Context: an optimization exercise on an open-source flow, tuned for small area and a short achievable clock period. The choices shown serve that exercise and are no tape-out recipe. The RTL was checked by simulation tests, not by an equivalence proof against the original design.

## Cordic_Machine
module Cordic_Machine(clock_pulse, reset, x_input, y_input, z_input, x_output, y_output, z_output, flag);
	input clock_pulse;
	input reset;  
	input signed [24:0] x_input;
	input signed [24:0] y_input;
	input signed [24:0] z_input;
	output signed [24:0] x_output;
	output signed [24:0] y_output;
	output signed [24:0] z_output;
	output flag;
	reg signed [24:0] x, y, z;
	reg [4:0] k;
	reg load;  
	reg [24:0] atan;
	always @(*) begin
		case (k)
			5'd0:  atan = 25'b000_0010000000000000000000;
			5'd1:  atan = 25'b000_0001001011100100000000;
			5'd2:  atan = 25'b000_0000100111111011001110;
			5'd3:  atan = 25'b000_0000010100010001000100;
			5'd4:  atan = 25'b000_0000001010001011000011;
			5'd5:  atan = 25'b000_0000000101000101110101;
			5'd6:  atan = 25'b000_0000000010100010111101;
			5'd7:  atan = 25'b000_0000000001010001011111;
			5'd8:  atan = 25'b000_0000000000101000101111;
			5'd9:  atan = 25'b000_0000000000010100010111;
			5'd10: atan = 25'b000_0000000000001010001011;
			5'd11: atan = 25'b000_0000000000000101000101;
			5'd12: atan = 25'b000_0000000000000010100010;
			5'd13: atan = 25'b000_0000000000000001010001;
			5'd14: atan = 25'b000_0000000000000000101000;
			5'd15: atan = 25'b000_0000000000000000010100;
			5'd16: atan = 25'b000_0000000000000000001010;
			5'd17: atan = 25'b000_0000000000000000000101;
			5'd18: atan = 25'b000_0000000000000000000010;
			5'd19: atan = 25'b000_0000000000000000000001;
			default: atan = 25'b0;
		endcase
	end
	wire neg = z[24];
	wire signed [25:0] xg = {x[24] & ~load, x};
  ...
Size: about 1100 cells after synthesis, ~100 flip-flops, ~150 I/O pins.
export LEC_CHECK = 0
export CAP_MARGIN = 20
export CORE_MARGIN = 2
export CORE_UTILIZATION = 40
export SLEW_MARGIN = 20
create_clock -name core_clock -period 6.0 [get_ports {clock_pulse}]
standard.sh (not shown) runs the stock make flow with config.mk's settings and CLKGATE_MAP_FILE= SYNTH_SCRIPT=/design/flow/synth_recipe.tcl, a recipe that flattens the netlist after the stock synthesis.
==> flow/flow/run.sh <==
#!/bin/bash
# Standard layout, with the port buffers made of the smallest buffer cell.
export BUFFER_PORTS_ARGS="-buffer_cell sky130_fd_sc_hd__buf_1"
export RECOVER_POWER=100
bash standard.sh > standard.log 2>&1
Edit:
==> flow/flow/run.sh (replaced) <==
#!/bin/bash
# Standard layout, with the port buffers made of the smallest buffer cell.
export BUFFER_PORTS_ARGS="-buffer_cell sky130_fd_sc_hd__buf_1"

bash standard.sh > standard.log 2>&1
--- a/flow/config.mk
+++ b/flow/config.mk
@@ -10,2 +10,3 @@
 export CORE_UTILIZATION = 40
+export SETUP_SLACK_MARGIN = 1.0
 export SLEW_MARGIN = 20
After rerunning:
- final area rose slightly
- global-route usage stays flat
- non-clock buffer count goes up by 10
- clock-buffer cell count stays the same
- maximum frequency goes up by a few percent
- clock skew is about the same
- worst setup slack improves by 0.33 ns
- utilization is higher by 0.90 points
Edit:
--- a/flow/config.mk
+++ b/flow/config.mk
@@ -10,3 +10,3 @@
 export CORE_UTILIZATION = 40
-export SETUP_SLACK_MARGIN = 1.0
+export SETUP_SLACK_MARGIN = 2.0
 export SLEW_MARGIN = 20
What happened: Routed wire length climbs by 8.9%; sequential share of layout area drops by 2.0 points; count of clock-buffer cells in the layout shrinks by 1; final cell count came out higher by 5.2%; via count rose by 7.9%; hold slack degrades by 0.023 ns; global-route usage is higher by 1.9 points.

run A:
Cordic_Machine, a different RTL version from the one above (not shown whole).
Size: roughly 1,100 cells after synthesis, about 150 I/O pins, roughly 9600 µm² of cells after synthesis.
==> flow/config.mk <==
export PLATFORM = sky130hd
export DESIGN_NAME = Cordic_Machine
export DESIGN_NICKNAME = Cordic_Machine
export VERILOG_FILES = /design/flow/design.v
export SDC_FILE = /design/flow/constraint.sdc
export NUM_CORES = 4
export LEC_CHECK = 0
export CAP_MARGIN = 20
export CORE_MARGIN = 2
export CORE_UTILIZATION = 60
export SETUP_SLACK_MARGIN = 1.85
export SLEW_MARGIN = 20
==> flow/constraint.sdc <==
create_clock -name core_clock -period 6.0 [get_ports {clock_pulse}]
set_input_delay 1.2000 -clock core_clock [delete_from_list [all_inputs] [get_ports {clock_pulse}]]
set_output_delay 1.2000 -clock core_clock [all_outputs]
set_load 0.01 [all_outputs]
==> flow/flow/run.sh <==
#!/bin/bash
# Standard layout, with the port buffers made of the smallest buffer cell.
export BUFFER_PORTS_ARGS="-buffer_cell sky130_fd_sc_hd__buf_1"
export CTS_ARGS="-sink_clustering_enable -repair_clock_nets -buf_list {sky130_fd_sc_hd__clkbuf_4 sky130_fd_sc_hd__clkbuf_8} -dont_use_dummy_load"
bash standard.sh > standard.log 2>&1
[inputs] run B vs run A
# run A
export LEC_CHECK = 0
export CAP_MARGIN = 20
export CORE_MARGIN = 2
export CORE_UTILIZATION = 60
export SETUP_SLACK_MARGIN = 1.85
export SLEW_MARGIN = 20
create_clock -name core_clock -period 6.0 [get_ports {clock_pulse}]
# run B
export LEC_CHECK = 0
export CAP_MARGIN = 20
export CORE_MARGIN = 2
export CORE_UTILIZATION = 50
export SETUP_SLACK_MARGIN = 1.9
export SLEW_MARGIN = 20
create_clock -name core_clock -period 6.0 [get_ports {clock_pulse}]
==> comparison <==
Run B has wire length reported by the detailed router above what run A had. In the reports for run A and run B, the larger cell area belongs to run B. Run B vs run A on maximum frequency from static timing analysis: run B is the higher one. Multi-input combinational area share for run B is lower than for run A. From run B to run A, number of port buffers did not move at all. Setup slack of the worst register-to-register path was higher in the run labelled run B. Run A → run B: met3 wirelength from detailed routing -about 9%; post-layout instance count excluding filler cells +about 2%. Relative to run A, the detailed placer's ending HPWL measured on run B has increased by a few percent.
Inputs modified between run B and run C:
# run B
export LEC_CHECK = 0
export CAP_MARGIN = 20
export CORE_MARGIN = 2
export CORE_UTILIZATION = 50
export SETUP_SLACK_MARGIN = 1.9
export SLEW_MARGIN = 20
create_clock -name core_clock -period 6.0 [get_ports {clock_pulse}]
# run C
export LEC_CHECK = 0
export CAP_MARGIN = 20
export CORE_MARGIN = 2
export CORE_UTILIZATION = 60
export SETUP_SLACK_MARGIN = 1.9
export SLEW_MARGIN = 20
create_clock -name core_clock -period 6.0 [get_ports {clock_pulse}]
Notes after the runs:
Compared with run B, run C has less setup slack. In the reports for run B and run C, the smaller die outline area belongs to run C. [compare] base=run B new=run C: wire length after detailed routing down about 2%, total number of vias up 136, sequential share of cell area down 0.19 points, count of placed standard cells in the final layout, fillers left out down 11. Measured against each other, run B and run C differ in first-pass GRT wire length, the lower figure coming from run C.
--- input diff run C..run D ---
# run C
export LEC_CHECK = 0
export CAP_MARGIN = 20
export CORE_MARGIN = 2
export CORE_UTILIZATION = 60
export SETUP_SLACK_MARGIN = 1.9
export SLEW_MARGIN = 20
create_clock -name core_clock -period 6.0 [get_ports {clock_pulse}]
# run D
export LEC_CHECK = 0
export CAP_MARGIN = 20
export CORE_MARGIN = 2
export CORE_UTILIZATION = 65
export SETUP_SLACK_MARGIN = 1.8
export SLEW_MARGIN = 20
create_clock -name core_clock -period 6.0 [get_ports {clock_pulse}]
### Flow results
Run D completed end to end with timing, DRC and antenna clean. Diff run C -> run D: detail-routed net length per standard cell climbed 0.30 µm, worst setup slack dropped 48 ps. Compared with run C, run D shows data-path buffer share of cell area in the final layout lower by 1.1 points.

Starting RTL as in the previous note.
==> flow/config.mk <==
export PLATFORM = sky130hd
export DESIGN_NAME = Cordic_Machine
export DESIGN_NICKNAME = Cordic_Machine
export VERILOG_FILES = /design/flow/design.v
export SDC_FILE = /design/flow/constraint.sdc
export NUM_CORES = 4
export LEC_CHECK = 0
export CAP_MARGIN = 20
export CORE_MARGIN = 2
export CORE_UTILIZATION = 55
export SETUP_SLACK_MARGIN = 1.8
export SLEW_MARGIN = 20
==> flow/constraint.sdc <==
create_clock -name core_clock -period 6.0 [get_ports {clock_pulse}]
set_input_delay 1.2000 -clock core_clock [delete_from_list [all_inputs] [get_ports {clock_pulse}]]
set_output_delay 1.2000 -clock core_clock [all_outputs]
set_load 0.01 [all_outputs]
Scripts as last shown in full above: flow/flow/run.sh
==> next run, changes <==
==> flow/flow/run.sh (replaced) <==
#!/bin/bash
# The standard layout (standard.sh: the standard synthesis, then the ORFS
# flow to the routed layout), with two changes passed to ORFS:
#  - the port buffers are the smallest buffer cell, buf_1, instead of the
#    cell buffer_ports picks by default (clkdlybuf4s50_1);
#  - clock tree synthesis builds the tree from clkbuf_4/clkbuf_8 and adds no
#    dummy loads.
# ORFS writes each step's full log under orfs/logs/; make's own output goes
# to standard.log here.
export BUFFER_PORTS_ARGS="-buffer_cell sky130_fd_sc_hd__buf_1"
export CTS_ARGS="-sink_clustering_enable -repair_clock_nets -buf_list {sky130_fd_sc_hd__clkbuf_4 sky130_fd_sc_hd__clkbuf_8} -dont_use_dummy_load"
bash standard.sh > standard.log 2>&1
--- a/flow/config.mk
+++ b/flow/config.mk
@@ -8,5 +8,5 @@
 export CAP_MARGIN = 20
 export CORE_MARGIN = 2
-export CORE_UTILIZATION = 55
+export CORE_UTILIZATION = 60
 export SETUP_SLACK_MARGIN = 1.8
 export SLEW_MARGIN = 20
Outcome: Routed wire length went down by a few percent; maximum frequency is lower slightly; final cell count fell slightly; clock-buffer cell count does not change; setup slack loses 0.052 ns.

north:
The RTL this note starts from:
==> flow/design.v <==
`timescale 1ns / 1ps
module Cordic_Machine(clock_pulse, reset, x_input, y_input, z_input, x_output, y_output, z_output, flag);
	input clock_pulse;
	input reset;  
	input signed [24:0] x_input;
	input signed [24:0] y_input;
	input signed [24:0] z_input;
	output signed [24:0] x_output;
	output signed [24:0] y_output;
	output signed [24:0] z_output;
	output flag;
	reg signed [24:0] x, y, z;
	reg [4:0] k, kyn;
	wire [4:0] kx = k;
	wire [4:0] ky = ~kyn;
	reg load;  
	wire [31:0] kdec = 32'd1 << k;
	wire [24:0] atan;
	assign atan[0] = |(kdec & 32'h000a2ff0);
	assign atan[1] = |(kdec & 32'h00051794);
	assign atan[2] = |(kdec & 32'h00028bec);
	assign atan[3] = |(kdec & 32'h000145c4);
	assign atan[4] = |(kdec & 32'h0000a2e0);
	assign atan[5] = |(kdec & 32'h00005160);
	assign atan[6] = |(kdec & 32'h000028bc);
	assign atan[7] = |(kdec & 32'h00001454);
	assign atan[8] = |(kdec & 32'h00000a22);
	assign atan[9] = |(kdec & 32'h00000514);
	assign atan[10] = |(kdec & 32'h0000028c);
	assign atan[11] = |(kdec & 32'h00000146);
	assign atan[12] = |(kdec & 32'h000000a6);
	assign atan[13] = |(kdec & 32'h00000056);
	assign atan[14] = |(kdec & 32'h0000002c);
	assign atan[15] = |(kdec & 32'h00000012);
	assign atan[16] = |(kdec & 32'h00000008);
	assign atan[17] = |(kdec & 32'h00000004);
	assign atan[18] = |(kdec & 32'h00000002);
	assign atan[19] = |(kdec & 32'h00000001);
	assign atan[20] = 1'b0;
	assign atan[21] = 1'b0;
	assign atan[22] = 1'b0;
	assign atan[23] = 1'b0;
	assign atan[24] = 1'b0;
	reg cx, cy;    
	reg czn;       
	wire [24:0] xi = x ^ {25{cx}};
	wire [24:0] yi = y ^ {25{cy}};
	wire fx = cx ^ (x[24] & ~load);
	wire fy = cy ^ (y[24] & ~load);
	wire signed [25:0] xe = {fx, xi};
	wire signed [25:0] ye = {fy, yi};
	wire signed [25:0] xsh = xe >>> kx;
	wire signed [25:0] ysh = ye >>> ky;
	wire [24:0] xa = load ? x_input : x;
	wire [24:0] ya = load ? y_input : y;
	wire [24:0] za = load ? z_input : z;
	wire [24:0] xn, yn, zn;
	bk_add25 ax (.a(xa), .b(ysh[24:0]), .ci(cy), .s(xn));
	bk_add25 ay (.a(ya), .b(xsh[24:0]), .ci(cx), .s(yn));
	bk_add25 az (.a(za), .b(atan ^ {25{~czn}}), .ci(~czn), .s(zn));
	always @(posedge clock_pulse) begin
		if (reset) begin
			k <= 5'd31;
			kyn <= 5'd0;
			load <= 1'b1;
			cx <= 1'b0;
			cy <= 1'b0;
			czn <= 1'b1;
		end else begin
			cx <= zn[24] & (k != 5'd20);
			cy <= ~zn[24] & (k != 5'd20);
			czn <= zn[24] | (k == 5'd20);
			k <= (k == 5'd20) ? 5'd31 : k + 5'd1;
			kyn <= (kyn == 5'd11) ? 5'd0 : kyn - 5'd1;
			load <= (k == 5'd20);
		end
		x <= xn;
		y <= yn;
		z <= zn;
	end
	assign flag = (k == 5'd20);
	assign x_output = x;
	assign y_output = y;
	assign z_output = z;
endmodule
module bk_add25(a, b, ci, s);
	input [24:0] a, b;
	input ci;
	output [24:0] s;
	wire [25:0] g0 = {a & b, ci};
	wire [25:0] p0 = {a ^ b, 1'b0};
	wire g_0_1 = g0[1] | (p0[1] & g0[0]);
	wire p_0_1 = p0[1] & p0[0];
	wire g_0_3 = g0[3] | (p0[3] & g0[2]);
	wire p_0_3 = p0[3] & p0[2];
	wire g_0_5 = g0[5] | (p0[5] & g0[4]);
	wire p_0_5 = p0[5] & p0[4];
	wire g_0_7 = g0[7] | (p0[7] & g0[6]);
	wire p_0_7 = p0[7] & p0[6];
	wire g_0_9 = g0[9] | (p0[9] & g0[8]);
	wire p_0_9 = p0[9] & p0[8];
	wire g_0_11 = g0[11] | (p0[11] & g0[10]);
	wire p_0_11 = p0[11] & p0[10];
	wire g_0_13 = g0[13] | (p0[13] & g0[12]);
	wire p_0_13 = p0[13] & p0[12];
	wire g_0_15 = g0[15] | (p0[15] & g0[14]);
	wire p_0_15 = p0[15] & p0[14];
	wire g_0_17 = g0[17] | (p0[17] & g0[16]);
	wire p_0_17 = p0[17] & p0[16];
	wire g_0_19 = g0[19] | (p0[19] & g0[18]);
	wire p_0_19 = p0[19] & p0[18];
	wire g_0_21 = g0[21] | (p0[21] & g0[20]);
	wire p_0_21 = p0[21] & p0[20];
	wire g_0_23 = g0[23] | (p0[23] & g0[22]);
	wire p_0_23 = p0[23] & p0[22];
	wire g_0_25 = g0[25] | (p0[25] & g0[24]);
	wire p_0_25 = p0[25] & p0[24];
	wire g_1_2 = g0[2] | (p0[2] & g_0_1);
	wire p_1_2 = p0[2] & p_0_1;
	wire g_1_3 = g_0_3 | (p_0_3 & g_0_1);
	wire p_1_3 = p_0_3 & p_0_1;
	wire g_1_6 = g0[6] | (p0[6] & g_0_5);
	wire p_1_6 = p0[6] & p_0_5;
	wire g_1_7 = g_0_7 | (p_0_7 & g_0_5);
	wire p_1_7 = p_0_7 & p_0_5;
	wire g_1_10 = g0[10] | (p0[10] & g_0_9);
	wire p_1_10 = p0[10] & p_0_9;
	wire g_1_11 = g_0_11 | (p_0_11 & g_0_9);
	wire p_1_11 = p_0_11 & p_0_9;
	wire g_1_14 = g0[14] | (p0[14] & g_0_13);
	wire p_1_14 = p0[14] & p_0_13;
	wire g_1_15 = g_0_15 | (p_0_15 & g_0_13);
	wire p_1_15 = p_0_15 & p_0_13;
	wire g_1_18 = g0[18] | (p0[18] & g_0_17);
	wire p_1_18 = p0[18] & p_0_17;
	wire g_1_19 = g_0_19 | (p_0_19 & g_0_17);
	wire p_1_19 = p_0_19 & p_0_17;
	wire g_1_22 = g0[22] | (p0[22] & g_0_21);
	wire p_1_22 = p0[22] & p_0_21;
	wire g_1_23 = g_0_23 | (p_0_23 & g_0_21);
	wire p_1_23 = p_0_23 & p_0_21;
	wire g_2_4 = g0[4] | (p0[4] & g_1_3);
	wire p_2_4 = p0[4] & p_1_3;
	wire g_2_5 = g_0_5 | (p_0_5 & g_1_3);
	wire p_2_5 = p_0_5 & p_1_3;
	wire g_2_6 = g_1_6 | (p_1_6 & g_1_3);
	wire p_2_6 = p_1_6 & p_1_3;
	wire g_2_7 = g_1_7 | (p_1_7 & g_1_3);
	wire p_2_7 = p_1_7 & p_1_3;
	wire g_2_12 = g0[12] | (p0[12] & g_1_11);
	wire p_2_12 = p0[12] & p_1_11;
	wire g_2_13 = g_0_13 | (p_0_13 & g_1_11);
	wire p_2_13 = p_0_13 & p_1_11;
	wire g_2_14 = g_1_14 | (p_1_14 & g_1_11);
	wire p_2_14 = p_1_14 & p_1_11;
	wire g_2_15 = g_1_15 | (p_1_15 & g_1_11);
	wire p_2_15 = p_1_15 & p_1_11;
	wire g_2_20 = g0[20] | (p0[20] & g_1_19);
	wire p_2_20 = p0[20] & p_1_19;
	wire g_2_21 = g_0_21 | (p_0_21 & g_1_19);
	wire p_2_21 = p_0_21 & p_1_19;
	wire g_2_22 = g_1_22 | (p_1_22 & g_1_19);
	wire p_2_22 = p_1_22 & p_1_19;
	wire g_2_23 = g_1_23 | (p_1_23 & g_1_19);
	wire p_2_23 = p_1_23 & p_1_19;
	wire g_3_8 = g0[8] | (p0[8] & g_2_7);
	wire p_3_8 = p0[8] & p_2_7;
	wire g_3_9 = g_0_9 | (p_0_9 & g_2_7);
	wire p_3_9 = p_0_9 & p_2_7;
	wire g_3_10 = g_1_10 | (p_1_10 & g_2_7);
	wire p_3_10 = p_1_10 & p_2_7;
	wire g_3_11 = g_1_11 | (p_1_11 & g_2_7);
	wire p_3_11 = p_1_11 & p_2_7;
	wire g_3_12 = g_2_12 | (p_2_12 & g_2_7);
	wire p_3_12 = p_2_12 & p_2_7;
	wire g_3_13 = g_2_13 | (p_2_13 & g_2_7);
	wire p_3_13 = p_2_13 & p_2_7;
	wire g_3_14 = g_2_14 | (p_2_14 & g_2_7);
	wire p_3_14 = p_2_14 & p_2_7;
	wire g_3_15 = g_2_15 | (p_2_15 & g_2_7);
	wire p_3_15 = p_2_15 & p_2_7;
	wire g_3_24 = g0[24] | (p0[24] & g_2_23);
	wire p_3_24 = p0[24] & p_2_23;
	wire g_3_25 = g_0_25 | (p_0_25 & g_2_23);
	wire p_3_25 = p_0_25 & p_2_23;
	wire g_4_16 = g0[16] | (p0[16] & g_3_15);
	wire p_4_16 = p0[16] & p_3_15;
	wire g_4_17 = g_0_17 | (p_0_17 & g_3_15);
	wire p_4_17 = p_0_17 & p_3_15;
	wire g_4_18 = g_1_18 | (p_1_18 & g_3_15);
	wire p_4_18 = p_1_18 & p_3_15;
	wire g_4_19 = g_1_19 | (p_1_19 & g_3_15);
	wire p_4_19 = p_1_19 & p_3_15;
	wire g_4_20 = g_2_20 | (p_2_20 & g_3_15);
	wire p_4_20 = p_2_20 & p_3_15;
	wire g_4_21 = g_2_21 | (p_2_21 & g_3_15);
	wire p_4_21 = p_2_21 & p_3_15;
	wire g_4_22 = g_2_22 | (p_2_22 & g_3_15);
	wire p_4_22 = p_2_22 & p_3_15;
	wire g_4_23 = g_2_23 | (p_2_23 & g_3_15);
	wire p_4_23 = p_2_23 & p_3_15;
	wire g_4_24 = g_3_24 | (p_3_24 & g_3_15);
	wire p_4_24 = p_3_24 & p_3_15;
	wire g_4_25 = g_3_25 | (p_3_25 & g_3_15);
	wire p_4_25 = p_3_25 & p_3_15;
	assign s = p0[25:1] ^ {g_4_24, g_4_23, g_4_22, g_4_21, g_4_20, g_4_19, g_4_18, g_4_17, g_4_16, g_3_15, g_3_14, g_3_13, g_3_12, g_3_11, g_3_10, g_3_9, g_3_8, g_2_7, g_2_6, g_2_5, g_2_4, g_1_3, g_1_2, g_0_1, g0[0]};
endmodule
Settings: LEC_CHECK=0, CAP_MARGIN=20, CORE_MARGIN=2, CORE_UTILIZATION=45, SETUP_SLACK_MARGIN=1.8, SLEW_MARGIN=20; clock period 6.0 ns.
==> flow/flow/run.sh <==
#!/bin/bash
# Standard layout, with the port buffers made of the smallest buffer cell.
export BUFFER_PORTS_ARGS="-buffer_cell sky130_fd_sc_hd__buf_1"
export CTS_ARGS="-sink_clustering_enable -repair_clock_nets -buf_list {sky130_fd_sc_hd__clkbuf_4 sky130_fd_sc_hd__clkbuf_8} -dont_use_dummy_load"
bash standard.sh > standard.log 2>&1
north completed; timing, DRC and antenna clean
#### Input delta (south over north)
Settings: a change of SETUP_SLACK_MARGIN from 1.8 to 1.65; a change of CORE_UTILIZATION from 45 to 60.
Notes after the runs:
met2 wirelength from detailed routing was lower in the run labelled south.
Changes observed in south relative to north: post-route cell area fell about 3%, post-DP HPWL fell 4.5%, first-pass GRT wire length fell 2.8 mm.
--- input diff south..east ---
Settings: changing SETUP_SLACK_MARGIN from 1.65 to 1.8; changing CORE_UTILIZATION from 60 to 50.
## What came out
Compared with south, in east pin slew with the least headroom to its limit shows a reduction of 0.075 ns, total routed wirelength +about 6%, logic depth of the worst path, buffers included moved down, area of all placed cells without fillers shows an increase of about 2.4%.
diff inputs: east => west
Settings: a change of CORE_UTILIZATION from 50 to 60.
==> comparison <==
In the tables for east and west, setup slack reads higher with east. Share of the final layout cell area in multi-input gates in west vs east: up 0.30 points. In west the first-pass GRT wire length turned out 4.6% lower than in east. Comparing cell area for east and west, the smaller number came from west. Amount of wire on met2 after detailed routing ends up higher on east. The via count in west was lower than what east gave.

what the ideal ports hide:
How much do the figures lean on ideal ports? The routed layouts below were timed once more, with nothing changed but the port constraints. Step 1 (the two cells are an assumption about what drives the block):
set clk [get_ports {clock_pulse}]
set_driving_cell -lib_cell sky130_fd_sc_hd__clkbuf_16 $clk
set_driving_cell -lib_cell sky130_fd_sc_hd__buf_2 [delete_from_list [all_inputs] $clk]
Step 2, shift: input delay + t, output delay - t, t = (earliest + latest rising clock arrival at the registers) / 2. This alone moves slack from input paths to output paths. a / b / c = ideal ports / drivers / drivers and shift; a / b = the first two.
run	t (ns)	setup WS [ns]	latest minus earliest clock arrival (ns)	worst data-port slew with drivers (ns)	pins driven straight from the clock port
the first run of note 1	0.411	0.865 / 0.865 / 0.865	0.013 / 0.013	0.07	1
the second run of note 1	0.412	1.195 / 1.195 / 1.195	0.013 / 0.013	0.06	1
the third run of note 1	0.412	1.565 / 1.565 / 1.565	0.013 / 0.013	0.06	1
run A	0.423	1.987 / 1.987 / 1.987	0.041 / 0.041	0.04	1
run B	0.415	2.044 / 2.044 / 2.044	0.038 / 0.038	0.04	1
run C	0.426	2.036 / 2.036 / 2.036	0.041 / 0.041	0.04	1
run D	0.419	1.988 / 1.988 / 1.988	0.036 / 0.036	0.04	1
the first run of note 3	0.415	2.006 / 2.006 / 2.006	0.031 / 0.031	0.04	1
the second run of note 3	0.426	1.954 / 1.954 / 1.954	0.042 / 0.042	0.03	1
north	0.423	1.961 / 1.961 / 1.961	0.036 / 0.036	0.04	1
south	0.426	1.853 / 1.853 / 1.853	0.040 / 0.040	0.03	1
east	0.416	2.023 / 2.023 / 2.023	0.034 / 0.033	0.04	1
west	0.426	1.954 / 1.954 / 1.954	0.042 / 0.042	0.03	1
After both steps every run listed still meets setup and hold.
